This is an optimization exercise on Yosys and OpenROAD, whose aim is small area and a short achievable clock period, not a production implementation.
Only simulation tests tie the RTL to the original design; equivalence was not proved.

==> run.sh <==
#!/bin/bash
# synth_recipe.tcl (not shown) runs the flow's synth.tcl, then flattens the netlist and writes it again
# the make line also repeats each setting of config.mk as NAME=value (left out here)
make -C /OpenROAD-flow-scripts/flow DESIGN_CONFIG=/design/flow/config.mk WORK_HOME=/design/flow/orfs CLKGATE_MAP_FILE= SYNTH_SCRIPT=/design/flow/synth_recipe.tcl finish
==> config.mk <==
export PLATFORM = sky130hd
export DESIGN_NAME = processor
export DESIGN_NICKNAME = processor
export VERILOG_FILES = /design/flow/design.v
export SDC_FILE = /design/flow/constraint.sdc
export NUM_CORES = 4
export LEC_CHECK = 0
export CAP_MARGIN = 20
export CORE_MARGIN = 2
export CORE_UTILIZATION = 35
export SLEW_MARGIN = 20
export SYNTH_HIERARCHICAL = 1
==> constraint.sdc <==
create_clock -name core_clock -period 150.0 [get_ports {clk}]
set_input_delay 30.0000 -clock core_clock [delete_from_list [all_inputs] [get_ports {clk}]]
set_output_delay 30.0000 -clock core_clock [all_outputs]
set_load 0.01 [all_outputs]
==> design.v <==
module muldiv (input [31:0] a, input [31:0] b, input is_mul,
               output [31:0] prod, output [31:0] quot);
    wire [31:0] y = is_mul ? a : ~b;        
    wire cin = ~is_mul;                     
    wire [31:0] r [0:32];
    assign r[32] = is_mul ? 32'b0 : a;
    genvar i;
    generate for (i = 31; i >= 0; i = i - 1) begin : step
        localparam W = 32 - i;
        wire hi_nz;
        wire [W-1:0] rn;
        if (i == 0) begin : h0
            assign hi_nz = 1'b0;
        end else begin : h1
            assign hi_nz = |b[31:32-i];
        end
        md_step #(.W(W)) st (.x(r[i+1][31:i]), .y(y[W-1:0]), .cin(cin), .hi_nz(hi_nz),
                             .is_mul(is_mul), .mb(b[i]), .q(quot[i]), .xn(rn));
        if (i == 0) begin : r0
            assign r[i] = rn;
        end else begin : r1
            assign r[i] = {rn, r[i+1][i-1:0]};
        end
    end endgenerate
    assign prod = r[0];
endmodule
module md_step #(parameter W = 32) (input [W-1:0] x, input [W-1:0] y, input cin, input hi_nz,
                                    input is_mul, input mb, output q, output [W-1:0] xn);
    wire [W:0] s = {1'b0, x} + {1'b0, y} + {{W{1'b0}}, cin};
    wire take = is_mul ? mb : (~hi_nz & s[W]);
    assign q = take;
    assign xn = take ? s[W-1:0] : x;
endmodule
module registerFile (
    input         clk,
    input         reset,
    input  [4:0]  read_addr_1,
    input  [4:0]  read_addr_2,
    input  [4:0]  write_addr,
    input  [31:0] write_data,
    input         reg_write,
    output [31:0] read_data_1,
    output [31:0] read_data_2
);
    reg [31:0] regs [0:31];
    reg [31:0] valid;
    always @(posedge clk or posedge reset) begin
        if (reset)
            valid <= 32'b0;
        else if (reg_write)
            valid[write_addr] <= 1'b1;
    end
    genvar i;
    generate for (i = 0; i < 32; i = i + 1) begin : r
        always @(posedge clk)
            if (reg_write && write_addr == i)
                regs[i] <= write_data;
    end endgenerate
    wire [31:0] sel1 = (32'b1 << read_addr_1) & valid;
    wire [31:0] sel2 = (32'b1 << read_addr_2) & valid;
    genvar b;
    generate for (b = 0; b < 32; b = b + 1) begin : rd
        wire [31:0] col;
        for (i = 0; i < 32; i = i + 1) begin : c
            assign col[i] = regs[i][b];
        end
        rf_read_bit rb1 (.sel(sel1), .d(col), .q(read_data_1[b]));
        rf_read_bit rb2 (.sel(sel2), .d(col), .q(read_data_2[b]));
    end endgenerate
endmodule
module rf_read_bit (input [31:0] sel, input [31:0] d, output q);
    wire [3:0] z;
    genvar j;
    generate for (j = 0; j < 4; j = j + 1) begin : g
        rf_and_or8 u (.sel(sel[8*j+7:8*j]), .d(d[8*j+7:8*j]), .z(z[j]));
    end endgenerate
    rf_or4 o (.a(z[0]), .b(z[1]), .c(z[2]), .d(z[3]), .y(q));
endmodule
module rf_and_or8 (input [7:0] sel, input [7:0] d, output z);
    wire [3:0] y = ~((sel[7:4] & d[7:4]) | (sel[3:0] & d[3:0]));
    assign z = ~&y;
endmodule
module rf_or4 (input a, input b, input c, input d, output y);
    assign y = a | b | c | d;
endmodule
module alu (
    input  [31:0] a,         
    input  [31:0] b,         
    input  [31:0] imm,       
    input         use_imm,   
    input         op_add,    
    input         op_sub,    
    input         op_and,
    input         op_or,
    input         op_sltu,
    input         op_sll,
    input         op_mul,
    input         op_not,
    input         op_mov,
    input         op_div,
    output [31:0] result
);
    wire        subtract = op_sub | op_sltu;
    wire [31:0] bop = use_imm ? imm : b;
    wire [32:0] sum = {1'b0, a} + {1'b0, subtract ? ~b : bop} + {32'b0, subtract};
    wire        ltu = ~sum[32];
    wire [31:0] shl = (|b[31:5]) ? 32'b0 : (a << b[4:0]);
    wire [31:0] prod, quot;
    muldiv md1 (.a(a), .b(b), .is_mul(op_mul), .prod(prod), .quot(quot));
    assign result = ({32{op_add | op_sub}} & sum[31:0])
                  | ({32{op_and}}  & (a & b))
                  | ({32{op_or}}   & (a | b))
                  | ({32{op_sltu}} & {31'b0, ltu})
                  | ({32{op_sll}}  & shl)
                  | ({32{op_mul}}  & prod)
                  | ({32{op_not}}  & ~a)
                  | ({32{op_mov}}  & b)
                  | ({32{op_div}}  & quot);
endmodule
module processor(clk, reset, imem_addr, instruction, dmem_addr, dmem_wdata, dmem_we, dmem_rdata);
    input clk, reset;
    output [4:0] imem_addr;        
    input  [31:0] instruction;     
    output [7:0] dmem_addr;        
    output [31:0] dmem_wdata;      
    output dmem_we;                
    input  [31:0] dmem_rdata;      
    wire [6:0] opcode = instruction[6:0];
    wire [4:0] rd     = instruction[11:7];
    wire [2:0] f3     = instruction[14:12];
    wire [4:0] rs1    = instruction[19:15];
    wire [4:0] rs2    = instruction[24:20];
    wire [6:0] f7     = instruction[31:25];
    wire is_r    = opcode == 7'b0110011;
    wire is_addi = opcode == 7'b0010011;
    wire is_lw   = opcode == 7'b0000011;
    wire is_sw   = opcode == 7'b0100011;
    wire is_beq  = opcode == 7'b1100011;
    reg  [4:0] pc;
    wire [31:0] r1, r2;
    wire [4:0] pc_plus1 = pc + 5'd1;
    wire [4:0] pc_branch = pc_plus1 + {instruction[11:8], 1'b0};
    wire taken = is_beq & (r1 == r2);
    always @(posedge clk or posedge reset) begin
        if (reset)
            pc <= 5'd0;
        else
            pc <= taken ? pc_branch : pc_plus1;
    end
    assign imem_addr = pc;
    wire f7_0 = f7 == 7'b0000000;
    wire f7_1 = f7 == 7'b0000001;
    wire f7_s = f7 == 7'b0100000;
    wire r_sub  = is_r & f7_s & (f3 == 3'b000);
    wire r_and  = is_r & f7_0 & (f3 == 3'b111);
    wire r_or   = is_r & f7_0 & (f3 == 3'b110);
    wire r_sltu = is_r & f7_0 & (f3 == 3'b011);
    wire r_sll  = is_r & f7_0 & (f3 == 3'b100);
    wire r_mul  = is_r & f7_0 & (f3 == 3'b101);
    wire r_not  = is_r & f7_1 & (f3 == 3'b000);
    wire r_mov  = is_r & f7_1 & (f3 == 3'b001);
    wire r_div  = is_r & f7_1 & (f3 == 3'b010);
    wire r_add  = ~(r_sub | r_and | r_or | r_sltu | r_sll | r_mul | r_not | r_mov | r_div);
    wire [31:0] immI = {{20{instruction[31]}}, instruction[31:20]};
    wire [31:0] alu_out;
    alu alu1 (.a(r1), .b(r2), .imm(immI), .use_imm(is_addi),
              .op_add(r_add), .op_sub(r_sub), .op_and(r_and), .op_or(r_or),
              .op_sltu(r_sltu), .op_sll(r_sll), .op_mul(r_mul), .op_not(r_not),
              .op_mov(r_mov), .op_div(r_div), .result(alu_out));
    wire reg_write = ~(is_sw | is_beq);
    wire [31:0] wdata = is_lw ? dmem_rdata : alu_out;
    registerFile register_file1 (.clk(clk), .reset(reset),
        .read_addr_1(rs1), .read_addr_2(rs2),
        .write_addr(rd), .write_data(wdata), .reg_write(reg_write),
        .read_data_1(r1), .read_data_2(r2));
    wire [7:0] imm_lo = is_sw ? {instruction[27:25], instruction[11:7]} : instruction[27:20];
    assign dmem_addr  = r1[7:0] + imm_lo;
    assign dmem_wdata = r2;
    assign dmem_we    = is_sw & ~reset;
endmodule
==> impl_metrics.yaml, run 1 <==
global_route:
  gr-total-overflow: 0
  grt_pass1_vias: 74454
  grt_pass1_wl_um: 513400
  grt_use_total_pct: 27.49
  grt_start_max_net_pins: 99
  antenna_found_initial: 36
sta:
  hold_slack_ns: 0.4893
  fin_crit_sh_pct: 68.08
  setup_tns_ns: 0
  worst_slew_margin_rel_pct: 20.93
  worstMarginPinSlew_ns: 1.174
  fin_skew_ns: 0.03747
  drv_slew: 0
  period_minus_slack_ns: 102.13
  hold_violations: 0
  setup-violations-final: 0
  fmax_mhz: 9.792
  rsz0062_at_grt: "no"
clocking:
  cts_root_buf: "clkbuf_16"
  cts_hold_buf: 0
  clock-sinks: 1061
  insertion_delay_ns: 0.72
  clockBufferDepth: 3
  clk_pin_slew_ns: 0.06
  htreeDepth: 3
  cts_tree: "yes"
  cts_buffers: 100
  cts_resized: 0
  post-cts-setup-buffer-count: 0
finish:
  fillCellCount: 23997
  final_area_um2: 95760
  syn2layout_area_growth_pct: 10.98
  ff_latch_area_um2: 31680
  stdcell_count: 11862
  fin_nets: 9230
  drive_above_1_share_pct: 12.80
  multi_input_area_um2: 52720
route:
  via_per_inst: 6.607
  wl_met3_um: 38730
  drc: 0
  wl_met2_um: 164100
  top_layer_used: "met5"
  wl_um: 361100
  vias: 78378
  wl_met1_um: 136500
  postRouteAntennaNets: 0
  first_iter_violations: 10324
  first_pass_iters: 9
  wl_per_cell_um: 30.44
setup_path:
  cp_max_fo: 57
  crit_type: "primary input to flip-flop"
  cp_num_buf_inv: 21
  worstPathArrival_ns: 102.47
  startpoint: "instruction[24]"
  reg2reg_from: "register_file1.valid[22]"
  path_common_cell: "ha_1"
  start_kind: "primary input"
  required_ns: 150.34
  cp_top_family: "compound AO/OA/AOI/OAI gates"
  rr_worst_depth: 244
  cpMaxStageDelayCell: "clkdlybuf4s50_1"
  cp.depth: 248
  r2r-end: "register_file1.regs[23][20]"
  reg2reg_setup_slack_ns: 78.07
  end_kind: "flip-flop"
  cpPeakStageDelay_ns: 0.97
  endpoint: "register_file1.regs[23][20]"
synthesis:
  ys_seq_area_share_pct: 36.71
  syn_inst: 8333
  ys_ff_latch: 1061
  yosysTopAreaCellShare_pct: 35.64
  syn_area_um2: 86280
  synth_top_area_cell: "edfxtp_1"
  yosysMostFrequentCell: "a22oi_1"
  yosysWarningCount: 10
  synth_edf_count: 1024
  synth_area_leaders: "edfxtp_1, a22oi_1, ha_1"
  synth_cell_types: 160
  syn_area_per_cell_um2: 10.35
  synth_nets: 9009
  async_reset_ff_share_pct: 3.487
  synthFlopType: "edfxtp_1"
  synthTopCellsByCount: "a22oi_1, edfxtp_1, a21oi_1"
placement:
  gp_congestion: 1.020
  io_buffers: 111
  postPlaceCellArea_um2: 92320
  post-place-cells: 11671
  post-dp-hpwl_um: 249800
die:
  ioPinCount: 112
  die_w_um: 500.5
  core_area_um2: 245500
  rows: 182
  die_area_um2: 250500
  die_height_um: 500.5
  initial_core_util_pct: 35.15
hold_path:
  min_path_type: "flip-flop to flip-flop"
run:
  maxCapViolCount: 0
outcome:
  status: "timing/DRC/antenna clean"
## cell type report
class | count | share of cell area, %
Antenna cell | 2 | 0.005227
Clock buffer | 120 | 2.702
Clock inverter | 68 | 0.8546
Inverter | 262 | 1.052
Multi-Input combinational cell | 6782 | 55.05
Sequential cell | 1061 | 33.08
Tap cell | 3220 | 4.207
Timing Repair Buffer | 347 | 3.045
## metrics by stage
stage	setup slack (ns)	utilization (%)
floorplan	54.95	-
global placement	49.39	37.60
detailed placement	48.08	37.61
CTS	48.69	38.99
global route	43.79	39.01
finish	47.87	39.01
## registers in the layout, indices dropped and copies added (netlist names)
| signal | flops |
|---|---|
| register_file1.valid | 32 |
| register_file1.regs | 1024 |
| pc | 5 |
## logic make-up after synthesis
group / after synthesis / synth area share [%]
AOI/OAI and AO/OA: 3103 / 25.70
xor gates and xnor gates: 443 / 4.545
adders and majority gates: 610 / 9.429
buffers and inverters: 490 / 2.806
DFF: 1061 / 36.71
muxes: 507 / 7.823
other: 1 / 0.004346
and+or+nand+nor: 2118 / 12.98
## routing by layer
layer	vias up	track usage (%)
met5	-	0
met4	14	14.24
met3	1004	5.655
met2	4727	44.70
met1	38629	34.37
li1	34004	-
## per-module statistics from Yosys, one instance, submodules excluded, excerpt
module | times used | flops+latches | cell area, µm²
alu | 1 | 0 | 5540
muldiv | 1 | 0 | 819.5
processor | 1 | 5 | 1612
registerFile | 1 | 1056 | 32990
rf_and_or8 | 256 | 0 | 36.28
rf_or4 | 64 | 0 | 7.507
## worst min path at each step
stage                                        start                  endpoint  slack, ns  depth (start not counted)
after floorplan           register_file1.valid[18]  register_file1.valid[18]       0.43                          1
after global placement                       pc[0]                     pc[0]       0.47                          1
after detailed placement                     pc[0]                     pc[0]       0.48                          1
after CTS                                    pc[0]                     pc[0]       0.49                          1
after global routing      register_file1.valid[18]  register_file1.valid[18]       0.51                          1
final                                        pc[0]                     pc[0]       0.49                          1
## layout by cell type, fill, tap and decap left out, types with 107 or more instances in the layout
master and n:
buf_4 234, mux2_4 214, clkdlybuf4s50_1 111, mux2_2 144, ha_1 543, a21oi_1 558, a22oi_1 1027, o21ai_0 346
nand4_1 348, a21o_1 231, and3_1 109, nor3_1 108, nand2_1 524, a211oi_1 119, nand3_1 121, inv_1 247
xnor2_1 280, xor2_1 159, edfxtp_1 1024, nor2_1 366, nor2b_1 107
==> run 2, diff against run 1 <==
--- a/design.v
+++ b/design.v
@@ -1,4 +1,4 @@
-module muldiv (input [31:0] a, input [31:0] b, input is_mul,
+module muldiv (input [31:0] a, input [31:0] b, input [31:0] m, input is_mul,
                output [31:0] prod, output [31:0] quot);
     wire [31:0] y = is_mul ? a : ~b;        
     wire cin = ~is_mul;                     
@@ -15,7 +15,7 @@
             assign hi_nz = |b[31:32-i];
         end
         md_step #(.W(W)) st (.x(r[i+1][31:i]), .y(y[W-1:0]), .cin(cin), .hi_nz(hi_nz),
-                             .is_mul(is_mul), .mb(b[i]), .q(quot[i]), .xn(rn));
+                             .is_mul(is_mul), .mb(m[i]), .q(quot[i]), .xn(rn));
         if (i == 0) begin : r0
             assign r[i] = rn;
         end else begin : r1
@@ -93,29 +93,20 @@
     input         op_and,
     input         op_or,
     input         op_sltu,
-    input         op_sll,
-    input         op_mul,
     input         op_not,
     input         op_mov,
-    input         op_div,
     output [31:0] result
 );
     wire        subtract = op_sub | op_sltu;
     wire [31:0] bop = use_imm ? imm : b;
     wire [32:0] sum = {1'b0, a} + {1'b0, subtract ? ~b : bop} + {32'b0, subtract};
     wire        ltu = ~sum[32];
-    wire [31:0] shl = (|b[31:5]) ? 32'b0 : (a << b[4:0]);
-    wire [31:0] prod, quot;
-    muldiv md1 (.a(a), .b(b), .is_mul(op_mul), .prod(prod), .quot(quot));
     assign result = ({32{op_add | op_sub}} & sum[31:0])
                   | ({32{op_and}}  & (a & b))
                   | ({32{op_or}}   & (a | b))
                   | ({32{op_sltu}} & {31'b0, ltu})
-                  | ({32{op_sll}}  & shl)
-                  | ({32{op_mul}}  & prod)
                   | ({32{op_not}}  & ~a)
-                  | ({32{op_mov}}  & b)
-                  | ({32{op_div}}  & quot);
+                  | ({32{op_mov}}  & b);
 endmodule
 module processor(clk, reset, imem_addr, instruction, dmem_addr, dmem_wdata, dmem_we, dmem_rdata);
     input clk, reset;
@@ -165,10 +156,15 @@
     wire [31:0] alu_out;
     alu alu1 (.a(r1), .b(r2), .imm(immI), .use_imm(is_addi),
               .op_add(r_add), .op_sub(r_sub), .op_and(r_and), .op_or(r_or),
-              .op_sltu(r_sltu), .op_sll(r_sll), .op_mul(r_mul), .op_not(r_not),
-              .op_mov(r_mov), .op_div(r_div), .result(alu_out));
+              .op_sltu(r_sltu), .op_not(r_not), .op_mov(r_mov), .result(alu_out));
+    wire [31:0] pow2 = (|r2[31:5]) ? 32'b0 : (32'b1 << r2[4:0]);
+    wire [31:0] mfac = f3[0] ? r2 : pow2;
+    wire [31:0] prod, quot;
+    muldiv md1 (.a(r1), .b(r2), .m(mfac), .is_mul(f3[2]), .prod(prod), .quot(quot));
+    wire use_arr = r_mul | r_sll | r_div;
+    wire [31:0] arr_out = f3[2] ? prod : quot;
     wire reg_write = ~(is_sw | is_beq);
-    wire [31:0] wdata = is_lw ? dmem_rdata : alu_out;
+    wire [31:0] wdata = use_arr ? arr_out : (is_lw ? dmem_rdata : alu_out);
     registerFile register_file1 (.clk(clk), .reset(reset),
         .read_addr_1(rs1), .read_addr_2(rs2),
         .write_addr(rd), .write_data(wdata), .reg_write(reg_write),
==> impl_metrics.yaml, run 2 <==
setup_path:
  cp_max_fo: 57
  end_kind: "flip-flop"
  path_common_cell: "ha_1"
  required_ns: 150.37
  worstPathArrival_ns: 102.59
  crit_type: "primary input to flip-flop"
  cpPeakStageDelay_ns: 1.10
  cpMaxStageDelayCell: "o41ai_1"
  start_kind: "primary input"
placement:
  io_buffers: 111
  gp_congestion: 0.9728
  post-dp-hpwl_um: 244000
  pre_cts_ws_ns: 48.02
route:
  wl_um: 348700
  first_iter_violations: 9474
  drc: 0
  wl_per_cell_um: 29.80
  postRouteAntennaNets: 0
  via_per_inst: 6.510
  vias: 76164
  first_pass_iters: 10
finish:
  largest_register_ffs: 1024
  reg_top3: "register_file1.regs (1024), register_file1.valid (32), pc (5)"
  layout_commonest_cell: "a22oi_1"
  final_cell_mix: "a22oi_1, edfxtp_1, a21oi_1"
  top_register: "register_file1.regs"
  fillCellCount: 23620
  fin_nets: 9086
  syn2layout_area_growth_pct: 10.90
  drive_above_1_share_pct: 12.20
  utilization_pct: 38.96
synthesis:
  synth_cell_types: 159
  synthTopCellsByCount: "a22oi_1, edfxtp_1, a21oi_1"
  yosysMostFrequentCell: "a22oi_1"
  synth_edf_count: 1024
  syn_inst: 8202
  ys_seq_area_share_pct: 37.14
  async_reset_ff_share_pct: 3.487
  synth_area_leaders: "edfxtp_1, a22oi_1, ha_1"
  syn_area_per_cell_um2: 10.40
  syn_area_um2: 85280
  synth_nets: 8878
  yosysTopAreaCellShare_pct: 36.06
  ys_ff_latch: 1061
  synth_top_area_cell: "edfxtp_1"
  synthFlopType: "edfxtp_1"
  yosysWarningCount: 10
clocking:
  cts_buffers: 97
  clockBufferDepth: 3
  cts_tree: "yes"
  clk_pin_slew_ns: 0.07
  cts_resized: 0
  insertion_delay_ns: 0.74
  post-cts-setup-buffer-count: 0
  clock-sinks: 1061
  htreeDepth: 3
  cts_hold_buf: 0
  cts_root_buf: "clkbuf_16"
sta:
  setup-violations-final: 0
  fin_skew_ns: 0.06287
  setup_tns_ns: 0
  worst_slew_margin_rel_pct: 16.47
  rsz0062_at_grt: "no"
  worstMarginPinSlew_ns: 1.243
  hold_slack_ns: 0.4903
  setup_ws_ns: 47.78
  drv_slew: 0
  period_minus_slack_ns: 102.22
  fmax_mhz: 9.783
  fin_crit_sh_pct: 68.15
  hold_violations: 0
global_route:
  gr-total-overflow: 0
  antenna_found_initial: 31
  grt_pass1_vias: 72829
  grt_use_total_pct: 26.78
  grt_start_max_net_pins: 67
  grt_pass1_wl_um: 497600
hold_path:
  min_path_type: "flip-flop to flip-flop"
die:
  die_w_um: 497.6
  die_height_um: 497.6
  core_area_um2: 242800
  rows: 181
  die_area_um2: 247600
  ioPinCount: 112
  initial_core_util_pct: 35.13
run:
  maxCapViolCount: 0
outcome:
  status: "timing/DRC/antenna clean"
## run 2: worst paths after layout
| path | slack [ns] | to | start | cells after the start |
|---|---|---|---|---|
| max | 47.78 | register_file1.regs[16][20] | instruction[23] | 246 |
| min | 0.49 | pc[0] | pc[0] | 1 |
| max reg2reg | 78.08 | register_file1.regs[16][20] | register_file1.valid[28] | 243 |
| min reg2reg | 0.49 | pc[0] | pc[0] | 1 |
| max in group asynchronous | 119.73 | register_file1.valid[22] | reset | 3 |
| min in group asynchronous | 29.67 | pc[0] | reset | 2 |
## run 2: per-stage QoR
stage / area (µm²) / std cells
floorplan: 85280 / 8202
global placement: 91330 / 11507
detailed placement: 91330 / 11507
CTS: 94420 / 11686
global route: 94560 / 11692
finish: 94580 / 11699
## run 2: critical path: cells and delay by family
kind / cells / cell delay [ns]
adder cells (fa/ha/maj): 31 / 11.66
AND/OR/NAND/NOR: 42 / 9.63
buffers and inverters: 20 / 5.21
multiplexers: 30 / 11.42
AO/OA/AOI/OAI: 123 / 34.25
## run 2: area by class of cell
cell class	count	area (µm²)	area share (%)
clock inverters	55	501.7	0.5305
repair buffers	323	2794	2.954
clock buffers	124	2590	2.739
flip-flops and latches	1061	31680	33.49
inverters	234	902.1	0.9539
well taps	3202	4006	4.236
diodes	7	17.52	0.01852
multi-input cells	6693	52090	55.08
## run 2: cell families after synthesis
family          share of synthesized area [%]
compound gates                          25.58
xor+xnor                                4.629
fa+ha+maj                               9.539
buf+inv                                 2.672
flops                                   37.14
mux                                     7.634
other cells                          0.004397
simple gates                            12.80
## run 2: layer usage
metal  GRT usage, %  vias up  share of wire, %
met4          15.57        8               6.6
met3          4.696      951               9.4
met5              0        -             0.015
li1               -    33417                 -
met1          33.60    37504                38
met2          43.25     4284                46
## run 2: per-module statistics from Yosys, one instance, submodules excluded, a selection
| module | copies in the design | flip-flops and latches | cell area (µm²) | cells |
|---|---|---|---|---|
| processor | 1 | 5 | 2740 | 309 |
| registerFile | 1 | 1056 | 32990 | 1276 |
| rf_or4 | 64 | 0 | 7.507 | 1 |
| rf_and_or8 | 256 | 0 | 36.28 | 5 |
| alu | 1 | 0 | 3455 | 573 |
| muldiv | 1 | 0 | 819.5 | 157 |
==> run 3, diff against run 2 <==
--- a/config.mk
+++ b/config.mk
@@ -7,6 +7,9 @@
 export LEC_CHECK = 0
 export CAP_MARGIN = 20
 export CORE_MARGIN = 2
-export CORE_UTILIZATION = 35
+export CORE_UTILIZATION = 45
+export CTS_CLUSTER_DIAMETER = 100
+export CTS_CLUSTER_SIZE = 20
+export PLACE_DENSITY = 0.8
 export SLEW_MARGIN = 20
 export SYNTH_HIERARCHICAL = 1
==> impl_metrics.yaml, run 3 <==
finish:
  multi_input_area_um2: 52060
  ff_latch_area_um2: 31680
  fillCellCount: 16691
  layout_commonest_cell: "a22oi_1"
  syn2layout_area_growth_pct: 8.182
  final_cell_mix: "a22oi_1, edfxtp_1, a21oi_1"
  top_register: "register_file1.regs"
  reg_top3: "register_file1.regs (1024), register_file1.valid (32), pc (5)"
  drive_above_1_share_pct: 11.53
  fin_nets: 9055
  largest_register_ffs: 1024
route:
  drc: 0
  first_iter_violations: 11723
  postRouteAntennaNets: 0
  wl_per_cell_um: 29.75
  first_pass_iters: 13
  via_per_inst: 7.120
  wl_um: 324700
  vias: 77713
synthesis:
  syn_area_per_cell_um2: 10.40
  synth_top_area_cell: "edfxtp_1"
  synth_cell_types: 159
  syn_inst: 8202
  yosysTopAreaCellShare_pct: 36.06
  ys_seq_area_share_pct: 37.14
  syn_area_um2: 85280
  synth_area_leaders: "edfxtp_1, a22oi_1, ha_1"
  synthFlopType: "edfxtp_1"
  synth_nets: 8878
  synthTopCellsByCount: "a22oi_1, edfxtp_1, a21oi_1"
  synth_edf_count: 1024
  yosysMostFrequentCell: "a22oi_1"
  yosysWarningCount: 10
  ys_ff_latch: 1061
  async_reset_ff_share_pct: 3.487
die:
  ioPinCount: 112
  rows: 159
  initial_core_util_pct: 45.36
  die_w_um: 439.3
  die_height_um: 439.3
  die_area_um2: 193000
  core_area_um2: 188000
clocking:
  cts_root_buf: "clkbuf_16"
  clockBufferDepth: 3
  clk_pin_slew_ns: 0.10
  insertion_delay_ns: 0.69
  cts_tree: "yes"
  post-cts-setup-buffer-count: 0
  htreeDepth: 2
  clock-sinks: 1061
  cts_buffers: 59
  cts_hold_buf: 0
  cts_resized: 0
setup_path:
  rr_worst_depth: 247
  cp_top_family: "compound AO/OA/AOI/OAI gates"
  reg2reg_setup_slack_ns: 77.65
  cpMaxStageDelayCell: "o21ai_0"
  reg2reg_from: "register_file1.valid[12]"
  worstPathArrival_ns: 102.82
  cpPeakStageDelay_ns: 0.95
  start_kind: "primary input"
  cp_max_fo: 39
  required_ns: 150.33
  r2r-end: "register_file1.regs[22][18]"
  end_kind: "flip-flop"
  cp_num_buf_inv: 22
  crit_type: "primary input to flip-flop"
  path_common_cell: "ha_1"
run:
  maxCapViolCount: 0
hold_path:
  min_from: "pc[0]"
  min_to: "pc[0]"
  whs_path_depth: 1
  min_path_type: "flip-flop to flip-flop"
placement:
  io_buffers: 111
  pre_cts_ws_ns: 48.66
  gp_congestion: 1.017
  post-dp-hpwl_um: 227100
sta:
  worst_slew_margin_rel_pct: 14.52
  setup-violations-final: 0
  fmax_mhz: 9.757
  fin_skew_ns: 0.04053
  setup_ws_ns: 47.51
  fin_crit_sh_pct: 68.33
  period_minus_slack_ns: 102.49
  hold_violations: 0
  setup_tns_ns: 0
  rsz0062_at_grt: "no"
  worstMarginPinSlew_ns: 1.266
  drv_slew: 0
global_route:
  grt_pass1_vias: 74223
  grt_start_max_net_pins: 65
  grt_pass1_wl_um: 469100
  gr-total-overflow: 0
  grt_use_total_pct: 32.03
  antenna_found_initial: 31
outcome:
  status: "timing/DRC/antenna clean"
[run 3: cell counts after synthesis]
Identical to the previous run, type by type.
[run 3: cell type report]
| type | instances | share of cell area [%] |
|---|---|---|
| repair buffers | 330 | 3.102 |
| clock buffers | 82 | 1.695 |
| clock inverters | 2 | 0.03119 |
| well taps | 2495 | 3.384 |
| flip-flops and latches | 1061 | 34.33 |
| multi-input cells | 6693 | 56.43 |
| inverters | 234 | 0.9778 |
| diodes | 18 | 0.04882 |
[run 3: layer usage]
| layer | global-route usage [%] | part of all wire, % | vias up |
|---|---|---|---|
| li1 | - | - | 33301 |
| met1 | 38.35 | 35 | 36874 |
| met4 | 22.26 | 8.0 | 16 |
| met2 | 49.48 | 44 | 6039 |
| met5 | 0 | 0.030 | - |
| met3 | 9.380 | 14 | 1483 |
[run 3: worst max-delay path by stage]
stage | start | endpoint | slack [ns] | depth (start not counted)
2_1_floorplan | instruction[20] | register_file1.regs[0][29] | 59.23 | 262
3_3_place_gp | instruction[24] | register_file1.regs[17][20] | 50.12 | 247
3_5_place_dp | instruction[24] | register_file1.regs[18][18] | 48.66 | 250
4_1_cts | instruction[24] | register_file1.regs[22][18] | 49.22 | 249
5_1_grt | instruction[24] | register_file1.regs[18][18] | 44.14 | 250
6_report | instruction[21] | register_file1.regs[22][18] | 47.51 | 249
[run 3: worst reg2reg max path: cells and delay by family, from the launching register on]
family | cells | cell delay, ns
xor+xnor | 1 | 0.15
simple gates | 37 | 7.44
flops | 1 | 0.43
buf+inv | 21 | 5.41
mux | 30 | 11.74
compound gates | 127 | 35.19
fa+ha+maj | 31 | 11.65
[run 3: per-module statistics from Yosys (local to each module, per instance), excerpt]
module / cells inside / times used / flops+latches / area (µm²)
alu: 573 / 1 / 0 / 3455
muldiv: 157 / 1 / 0 / 819.5
processor: 309 / 1 / 5 / 2740
registerFile: 1276 / 1 / 1056 / 32990
rf_and_or8: 5 / 256 / 0 / 36.28
rf_or4: 1 / 64 / 0 / 7.507
[run 3: metrics by stage]
stage                     instances  hold WS, ns  util, %  instance area (µm²)
after floorplan                8202       0.4332        -                85280
after global placement        10807       0.4692    48.11                90450
after detailed placement      10808       0.4824    48.13                90480
after CTS                     10892       0.4958    48.98                92080
after global routing          10905       0.5142    49.06                92230
final                         10915       0.4905    49.07                92260
[run 3: kinds of logic after synthesis]
| kind of cell | after synthesis | synth area share, % |
|---|---|---|
| mux | 522 | 7.634 |
| buf+inv | 448 | 2.672 |
| flops | 1061 | 37.14 |
| compound gates | 3068 | 25.58 |
| fa+ha+maj | 610 | 9.539 |
| simple gates | 2046 | 12.80 |
| other cells | 1 | 0.004397 |
| xor+xnor | 446 | 4.629 |
==> run 4, diff against run 3 <==
--- a/design.v
+++ b/design.v
@@ -1,11 +1,28 @@
-module muldiv (input [31:0] a, input [31:0] b, input [31:0] m, input is_mul,
-               output [31:0] prod, output [31:0] quot);
-    wire [31:0] y = is_mul ? a : ~b;        
+module md_start (input [31:0] a, input [31:0] b, input [31:0] m, input is_mul,
+                 output [31:0] r_out, output [31:0] y, output [18:0] qhi);
+    assign y = is_mul ? a : ~b;             
     wire cin = ~is_mul;                     
-    wire [31:0] r [0:32];
+    wire [31:0] r [13:32];
     assign r[32] = is_mul ? 32'b0 : a;
     genvar i;
-    generate for (i = 31; i >= 0; i = i - 1) begin : step
+    generate for (i = 31; i >= 13; i = i - 1) begin : step
+        localparam W = 32 - i;
+        wire hi_nz = |b[31:32-i];
+        wire [W-1:0] rn;
+        md_step #(.W(W)) st (.x(r[i+1][31:i]), .y(y[W-1:0]), .cin(cin), .hi_nz(hi_nz),
+                             .is_mul(is_mul), .mb(m[i]), .q(qhi[i-13]), .xn(rn));
+        assign r[i] = {rn, r[i+1][i-1:0]};
+    end endgenerate
+    assign r_out = r[13];
+endmodule
+module md_finish (input [31:0] r_in, input [31:0] y, input is_mul, input [12:0] mlo,
+                  input [18:0] qhi, output [31:0] prod, output [31:0] quot);
+    wire [31:0] b = ~y;                     
+    wire cin = ~is_mul;
+    wire [31:0] r [0:13];
+    assign r[13] = r_in;
+    genvar i;
+    generate for (i = 12; i >= 0; i = i - 1) begin : step
         localparam W = 32 - i;
         wire hi_nz;
         wire [W-1:0] rn;
@@ -15,13 +32,14 @@
             assign hi_nz = |b[31:32-i];
         end
         md_step #(.W(W)) st (.x(r[i+1][31:i]), .y(y[W-1:0]), .cin(cin), .hi_nz(hi_nz),
-                             .is_mul(is_mul), .mb(m[i]), .q(quot[i]), .xn(rn));
+                             .is_mul(is_mul), .mb(mlo[i]), .q(quot[i]), .xn(rn));
         if (i == 0) begin : r0
             assign r[i] = rn;
         end else begin : r1
             assign r[i] = {rn, r[i+1][i-1:0]};
         end
     end endgenerate
+    assign quot[31:13] = qhi;
     assign prod = r[0];
 endmodule
 module md_step #(parameter W = 32) (input [W-1:0] x, input [W-1:0] y, input cin, input hi_nz,
@@ -157,18 +175,51 @@
     alu alu1 (.a(r1), .b(r2), .imm(immI), .use_imm(is_addi),
               .op_add(r_add), .op_sub(r_sub), .op_and(r_and), .op_or(r_or),
               .op_sltu(r_sltu), .op_not(r_not), .op_mov(r_mov), .result(alu_out));
+    wire use_arr = r_mul | r_sll | r_div;
     wire [31:0] pow2 = (|r2[31:5]) ? 32'b0 : (32'b1 << r2[4:0]);
     wire [31:0] mfac = f3[0] ? r2 : pow2;
-    wire [31:0] prod, quot;
-    muldiv md1 (.a(r1), .b(r2), .m(mfac), .is_mul(f3[2]), .prod(prod), .quot(quot));
-    wire use_arr = r_mul | r_sll | r_div;
-    wire [31:0] arr_out = f3[2] ? prod : quot;
+    wire [31:0] st_r, st_y;
+    wire [18:0] st_q;
+    md_start mds (.a(r1), .b(r2), .m(mfac), .is_mul(f3[2]), .r_out(st_r), .y(st_y), .qhi(st_q));
+    reg  [31:0] p_r, p_y;
+    reg  [18:0] p_q;
+    reg  [12:0] p_m;
+    reg         p_mul;
+    reg  [4:0]  p_rd;
+    reg         p_valid;
+    always @(posedge clk) begin
+        if (use_arr) begin
+            p_r   <= st_r;
+            p_y   <= st_y;
+            p_q   <= st_q;
+            p_m   <= mfac[12:0];
+            p_mul <= f3[2];
+            p_rd  <= rd;
+        end
+    end
     wire reg_write = ~(is_sw | is_beq);
-    wire [31:0] wdata = use_arr ? arr_out : (is_lw ? dmem_rdata : alu_out);
+    always @(posedge clk or posedge reset) begin
+        if (reset)
+            p_valid <= 1'b0;
+        else if (use_arr)
+            p_valid <= 1'b1;
+        else if (reg_write && rd == p_rd)
+            p_valid <= 1'b0;
+    end
+    wire [31:0] fin_prod, fin_quot;
+    md_finish mdf (.r_in(p_r), .y(p_y), .is_mul(p_mul), .mlo(p_m), .qhi(p_q),
+                   .prod(fin_prod), .quot(fin_quot));
+    wire [31:0] p_res = p_mul ? fin_prod : fin_quot;
+    wire [31:0] rf1, rf2;
+    assign r1 = (p_valid && rs1 == p_rd) ? p_res : rf1;
+    assign r2 = (p_valid && rs2 == p_rd) ? p_res : rf2;
+    wire        we    = use_arr ? p_valid : reg_write;
+    wire [4:0]  waddr = use_arr ? p_rd : rd;
+    wire [31:0] wdata = use_arr ? p_res : (is_lw ? dmem_rdata : alu_out);
     registerFile register_file1 (.clk(clk), .reset(reset),
         .read_addr_1(rs1), .read_addr_2(rs2),
-        .write_addr(rd), .write_data(wdata), .reg_write(reg_write),
-        .read_data_1(r1), .read_data_2(r2));
+        .write_addr(waddr), .write_data(wdata), .reg_write(we),
+        .read_data_1(rf1), .read_data_2(rf2));
     wire [7:0] imm_lo = is_sw ? {instruction[27:25], instruction[11:7]} : instruction[27:20];
     assign dmem_addr  = r1[7:0] + imm_lo;
     assign dmem_wdata = r2;
==> impl_metrics.yaml, run 4 <==
outcome:
  status: "timing/DRC/antenna clean"
clocking:
  clock-sinks: 1164
  insertion_delay_ns: 0.75
  cts_tree: "yes"
  cts_root_buf: "clkbuf_16"
  clk_pin_slew_ns: 0.09
  htreeDepth: 3
  cts_buffers: 73
  clockBufferDepth: 3
  cts_hold_buf: 0
  post-cts-setup-buffer-count: 0
  cts_resized: 0
global_route:
  grt_use_total_pct: 30.98
  antenna_found_initial: 29
  gr-total-overflow: 0
  grt_start_max_net_pins: 110
  grt_pass1_vias: 75289
  grt_pass1_wl_um: 482600
hold_path:
  min_from: "register_file1.valid[24]"
  min_to: "register_file1.valid[24]"
  min_path_type: "flip-flop to flip-flop"
  whs_path_depth: 1
setup_path:
  reg2reg_from: "p_mul"
  end_kind: "flip-flop"
  crit_type: "flip-flop to flip-flop"
  cpPeakStageDelay_ns: 0.81
  path_common_cell: "ha_1"
  rr_worst_depth: 243
  worstPathArrival_ns: 70.45
  start_kind: "flip-flop"
  r2r-end: "p_r[30]"
  reg2reg_setup_slack_ns: 80.06
  required_ns: 150.51
  cpMaxStageDelayCell: "a221o_1"
  cp_max_fo: 57
sta:
  fmax_mhz: 14.30
  fin_skew_ns: 0.07728
  rsz0062_at_grt: "no"
  hold_violations: 0
  drv_slew: 0
  worstMarginPinSlew_ns: 1.154
  fin_crit_sh_pct: 46.63
  period_minus_slack_ns: 69.94
  worst_slew_margin_rel_pct: 23.06
  setup-violations-final: 0
  setup_tns_ns: 0
die:
  ioPinCount: 112
  die_area_um2: 203500
  rows: 164
  initial_core_util_pct: 45.15
  die_w_um: 451.1
  die_height_um: 451.1
  core_area_um2: 199200
finish:
  top_register: "register_file1.regs"
  final_cell_mix: "edfxtp_1, a22oi_1, a21oi_1"
  largest_register_ffs: 1024
  layout_commonest_cell: "edfxtp_1"
  fillCellCount: 17685
  drive_above_1_share_pct: 12.32
  fin_nets: 9328
  final_area_um2: 96960
  utilization_pct: 48.66
  syn2layout_area_growth_pct: 7.791
synthesis:
  yosysWarningCount: 11
  async_reset_ff_share_pct: 3.265
  syn_inst: 8532
  syn_area_um2: 89950
  synthFlopType: "edfxtp_1"
  yosysMostFrequentCell: "edfxtp_1"
  synth_cell_types: 164
  yosysTopAreaCellShare_pct: 37.59
  syn_area_per_cell_um2: 10.54
  synth_top_area_cell: "edfxtp_1"
  synth_nets: 9206
  ys_seq_area_share_pct: 38.65
  synthTopCellsByCount: "edfxtp_1, a22oi_1, a21oi_1"
  synth_area_leaders: "edfxtp_1, a22oi_1, ha_1"
  synth_edf_count: 1126
  ys_ff_latch: 1164
route:
  wl_per_cell_um: 29.20
  vias: 79374
  drc: 0
  postRouteAntennaNets: 0
  first_iter_violations: 10939
  first_pass_iters: 8
  wl_um: 331200
  via_per_inst: 6.998
placement:
  post-dp-hpwl_um: 234100
  io_buffers: 111
  gp_congestion: 1.011
  postPlaceCellArea_um2: 94620
run:
  maxCapViolCount: 0
-- run 4: cells by family after synthesis --
group,after synthesis,synth area share (%)
and+or+nand+nor,2104,12.44
AOI/OAI and AO/OA,3122,24.56
adders and majority gates,610,9.030
DFF,1164,38.65
muxes,556,7.764
buffers and inverters,506,2.942
xor gates and xnor gates,469,4.612
other,1,0.004169
-- run 4: worst max-delay path, delay by kind of cell, from the launching register on --
kind | cells | cell delay (ns)
multiplexers | 30 | 11.44
adder cells (fa/ha/maj) | 33 | 12.46
buffers and inverters | 22 | 5.49
AND/OR/NAND/NOR | 33 | 5.86
flip-flops | 1 | 0.35
AO/OA/AOI/OAI | 125 | 33.85
-- run 4: worst max path at each step --
| stage | startpoint | to | slack [ns] | depth (start not counted) |
|---|---|---|---|---|
| final | p_mul | p_r[30] | 80.06 | 243 |
| after global routing | p_mul | p_r[30] | 75.87 | 242 |
| after CTS | p_mul | p_r[30] | 80.80 | 242 |
| after detailed placement | p_mul | p_r[30] | 80.98 | 242 |
| after global placement | p_mul | p_r[30] | 82.60 | 243 |
| after floorplan | instruction[21] | dmem_wdata[3] | 86.54 | 8 |
-- run 4: modules after synthesis, one instance, submodules excluded, a selection --
module        cells inside  area [µm²]  times used  flip-flops and latches
alu                    573        3455           1                       0
md_finish               38       250.2           1                       0
md_start               155       858.3           1                       0
processor              604        7162           1                     108
registerFile          1276       32990           1                    1056
rf_and_or8               5       36.28         256                       0
rf_or4                   1       7.507          64                       0
-- run 4: area by class of cell --
| type | count | area, µm² | share of cell area [%] |
|---|---|---|---|
| multi-input cells | 6862 | 53150 | 54.82 |
| clock inverters | 19 | 324.1 | 0.3342 |
| flip-flops and latches | 1164 | 34760 | 35.85 |
| repair buffers | 302 | 2557 | 2.638 |
| well taps | 2656 | 3323 | 3.427 |
| diodes | 7 | 17.52 | 0.01807 |
| inverters | 251 | 963.4 | 0.9936 |
| clock buffers | 82 | 1861 | 1.919 |
-- run 4: metrics by stage --
step,hold WS (ns),instances,setup WS [ns]
6_report,0.4932,11343,80.06
3_5_place_dp,0.4775,11235,80.98
5_1_grt,0.5248,11339,75.87
2_1_floorplan,0.4332,8532,86.54
4_1_cts,0.4960,11336,80.80
3_3_place_gp,0.4672,11234,82.60
-- run 4: per-layer routing --
metal | routed length (µm) | up-vias | global-route usage [%] | part of all wire [%]
li1 | - | 34408 | - | -
met1 | 117700 | 38288 | 37.58 | 36
met2 | 151900 | 5499 | 50.61 | 46
met3 | 39500 | 1151 | 7.049 | 12
met4 | 21940 | 28 | 17.63 | 6.6
met5 | 200 | - | 0 | 0.060
==> run 5, diff against run 4 <==
--- a/config.mk
+++ b/config.mk
@@ -7,9 +7,9 @@
 export LEC_CHECK = 0
 export CAP_MARGIN = 20
 export CORE_MARGIN = 2
-export CORE_UTILIZATION = 45
+export CORE_UTILIZATION = 50
 export CTS_CLUSTER_DIAMETER = 100
 export CTS_CLUSTER_SIZE = 20
-export PLACE_DENSITY = 0.8
+export PLACE_DENSITY = 0.9
 export SLEW_MARGIN = 20
 export SYNTH_HIERARCHICAL = 1
==> impl_metrics.yaml, run 5 <==
sta:
  fin_skew_ns: 0.03677
  fmax_mhz: 14.32
  drv_slew: 0
  rsz0062_at_grt: "no"
  worstMarginPinSlew_ns: 1.164
  hold_violations: 0
  worst_slew_margin_rel_pct: 22.21
  fin_crit_sh_pct: 46.56
  period_minus_slack_ns: 69.84
  setup_tns_ns: 0
  setup-violations-final: 0
  hold_slack_ns: 0.4999
setup_path:
  cp_max_fo: 57
  crit_type: "flip-flop to flip-flop"
  startpoint: "p_mul"
  worstPathArrival_ns: 70.29
  reg2reg_from: "p_mul"
  required_ns: 150.45
  cpMaxStageDelayCell: "o21bai_4"
  start_kind: "flip-flop"
  path_common_cell: "ha_1"
  cpPeakStageDelay_ns: 0.82
  end_kind: "flip-flop"
synthesis:
  async_reset_ff_share_pct: 3.265
  synth_cell_types: 164
  synth_top_area_cell: "edfxtp_1"
  ys_ff_latch: 1164
  synthFlopType: "edfxtp_1"
  syn_area_um2: 89950
  ys_seq_area_share_pct: 38.65
  yosysWarningCount: 11
  yosysTopAreaCellShare_pct: 37.59
  syn_area_per_cell_um2: 10.54
  synth_edf_count: 1126
  syn_inst: 8532
  synthTopCellsByCount: "edfxtp_1, a22oi_1, a21oi_1"
  synth_nets: 9206
  synth_area_leaders: "edfxtp_1, a22oi_1, ha_1"
  yosysMostFrequentCell: "edfxtp_1"
clocking:
  clk_pin_slew_ns: 0.08
  htreeDepth: 3
  cts_hold_buf: 0
  cts_buffers: 74
  clock-sinks: 1164
  cts_resized: 0
  post-cts-setup-buffer-count: 0
  cts_tree: "yes"
  cts_root_buf: "clkbuf_16"
  clockBufferDepth: 3
  insertion_delay_ns: 0.72
route:
  first_iter_violations: 13375
  wl_um: 338000
  via_per_inst: 7.338
  postRouteAntennaNets: 0
  drc: 0
  wl_met3_um: 46820
  wl_per_cell_um: 30.59
  wl_met2_um: 147600
  first_pass_iters: 12
  wl_met1_um: 114300
  vias: 81087
  top_layer_used: "met5"
die:
  die_w_um: 428.2
  rows: 155
  die_height_um: 428.2
  die_area_um2: 183300
  ioPinCount: 112
  core_area_um2: 178600
  initial_core_util_pct: 50.36
hold_path:
  min_path_type: "flip-flop to flip-flop"
  min_from: "register_file1.valid[23]"
placement:
  post-dp-hpwl_um: 236100
  gp_congestion: 1.038
  io_buffers: 111
global_route:
  grt_pass1_wl_um: 491500
  grt_pass1_vias: 78226
  grt_use_total_pct: 35.01
  gr-total-overflow: 0
  grt_start_max_net_pins: 94
  antenna_found_initial: 38
finish:
  syn2layout_area_growth_pct: 7.412
  layout_commonest_cell: "edfxtp_1"
  drive_above_1_share_pct: 12.24
  fillCellCount: 14806
  final_cell_mix: "edfxtp_1, a22oi_1, a21oi_1"
  largest_register_ffs: 1024
  fin_nets: 9322
  top_register: "register_file1.regs"
outcome:
  status: "timing/DRC/antenna clean"
run:
  maxCapViolCount: 0
-- run 5: cell counts after synthesis --
Identical to the previous run, type by type.
-- run 5: metal layers --
layer  track usage, %  vias up
met5           0.5985        -
met4            24.81       34
met3            11.19     1872
met2            54.21     6736
met1            41.08    38031
li1                 -    34414
-- run 5: layout make-up --
cell class                 instances  area, µm²  area share, %
antenna                           18      45.04        0.04662
clock buffer                      89       1929          1.997
clock inverter                    17      242.7         0.2512
inverter                         251      963.4         0.9971
multi-input combinational       6862      53180          55.04
sequential                      1164      34760          35.98
tap                             2355       2947          3.050
timing repair buffer             295       2546          2.635
-- run 5: per-module statistics from Yosys (local to each module, per instance), a selection --
module,area (µm²),flip-flops and latches
registerFile,32990,1056
rf_or4,7.507,0
md_start,858.3,0
processor,7162,108
md_finish,250.2,0
alu,3455,0
rf_and_or8,36.28,0
-- run 5: logic make-up (layout without fill, tap and decap cells) --
family                     Yosys count  in the layout  synth area share [%]
xor gates and xnor gates           469            469                 4.612
DFF                               1164           1164                 38.65
muxes                              556            556                 7.764
other                                1             19              0.004169
adders and majority gates          610            610                 9.030
and+or+nand+nor                   2104           2104                 12.44
AOI/OAI and AO/OA                 3122           3122                 24.56
buffers and inverters              506            652                 2.942
-- run 5: path summary, 6_finish.rpt --
check | cells past startpoint | slack (ns) | to
max | 244 | 80.16 | p_r[30]
min | 1 | 0.50 | register_file1.valid[23]
max reg2reg | 244 | 80.16 | p_r[30]
min reg2reg | 1 | 0.50 | register_file1.valid[23]
max in group asynchronous | 3 | 119.65 | register_file1.valid[19]
min in group asynchronous | 2 | 29.73 | p_valid
-- run 5: worst max-delay path: cells and delay by family, from the launching register on --
family | cells | cell delay, ns
multiplexers | 31 | 11.75
flip-flops | 1 | 0.35
adder cells (fa/ha/maj) | 33 | 12.19
AO/OA/AOI/OAI | 127 | 33.93
AND/OR/NAND/NOR | 30 | 5.29
buffers and inverters | 23 | 5.73
-- run 5: per-stage QoR --
stage                     utilization [%]  area [µm²]  setup slack, ns  instances
after floorplan                         -       89950            86.54       8532
after global placement              52.71       94140            82.49      10924
after detailed placement            52.74       94190            81.27      10925
after CTS                           53.95       96360            81.01      11031
after global routing                54.07       96580            76.29      11036
final                               54.09       96620            80.16      11051

[re-timing with driven ports]
Ports are ideal in the flow. The routed layouts listed here were re-timed in OpenROAD. Step 1 (the two cells are an assumption about what drives the block):
set clk [get_ports {clk}]
set_driving_cell -lib_cell sky130_fd_sc_hd__clkbuf_16 $clk
set_driving_cell -lib_cell sky130_fd_sc_hd__buf_2 [delete_from_list [all_inputs] $clk]
Step 2 adds t to the input delays and takes it off the output delays; t is the mean of the earliest and latest rising clock arrival at the registers after step 1. Input paths then give back, and output paths get back, about the clock's delay inside the block. Three values: ideal, step 1, step 2; two values: the first two.
| run | t, ns | setup WS [ns] | worst setup path after step 2 | worst data-port slew with drivers (ns) |
|---|---|---|---|---|
| run 1 | 0.765 | 47.873 / 47.850 / 47.085 | input to register | 0.23 |
| run 2 | 0.778 | 47.781 / 47.813 / 47.034 | input to register | 0.22 |
| run 3 | 0.738 | 47.512 / 47.256 / 46.518 | input to register | 0.47 |
| run 4 | 0.785 | 80.056 / 80.056 / 80.056 | register to register | 0.34 |
| run 5 | 0.784 | 80.161 / 80.161 / 80.161 | register to register | 0.30 |
After both steps every run listed still meets setup and hold. For run 3, which loses most, drivers alone change the setup slack by -0.256 ns; drivers and shift together by -0.994 ns.
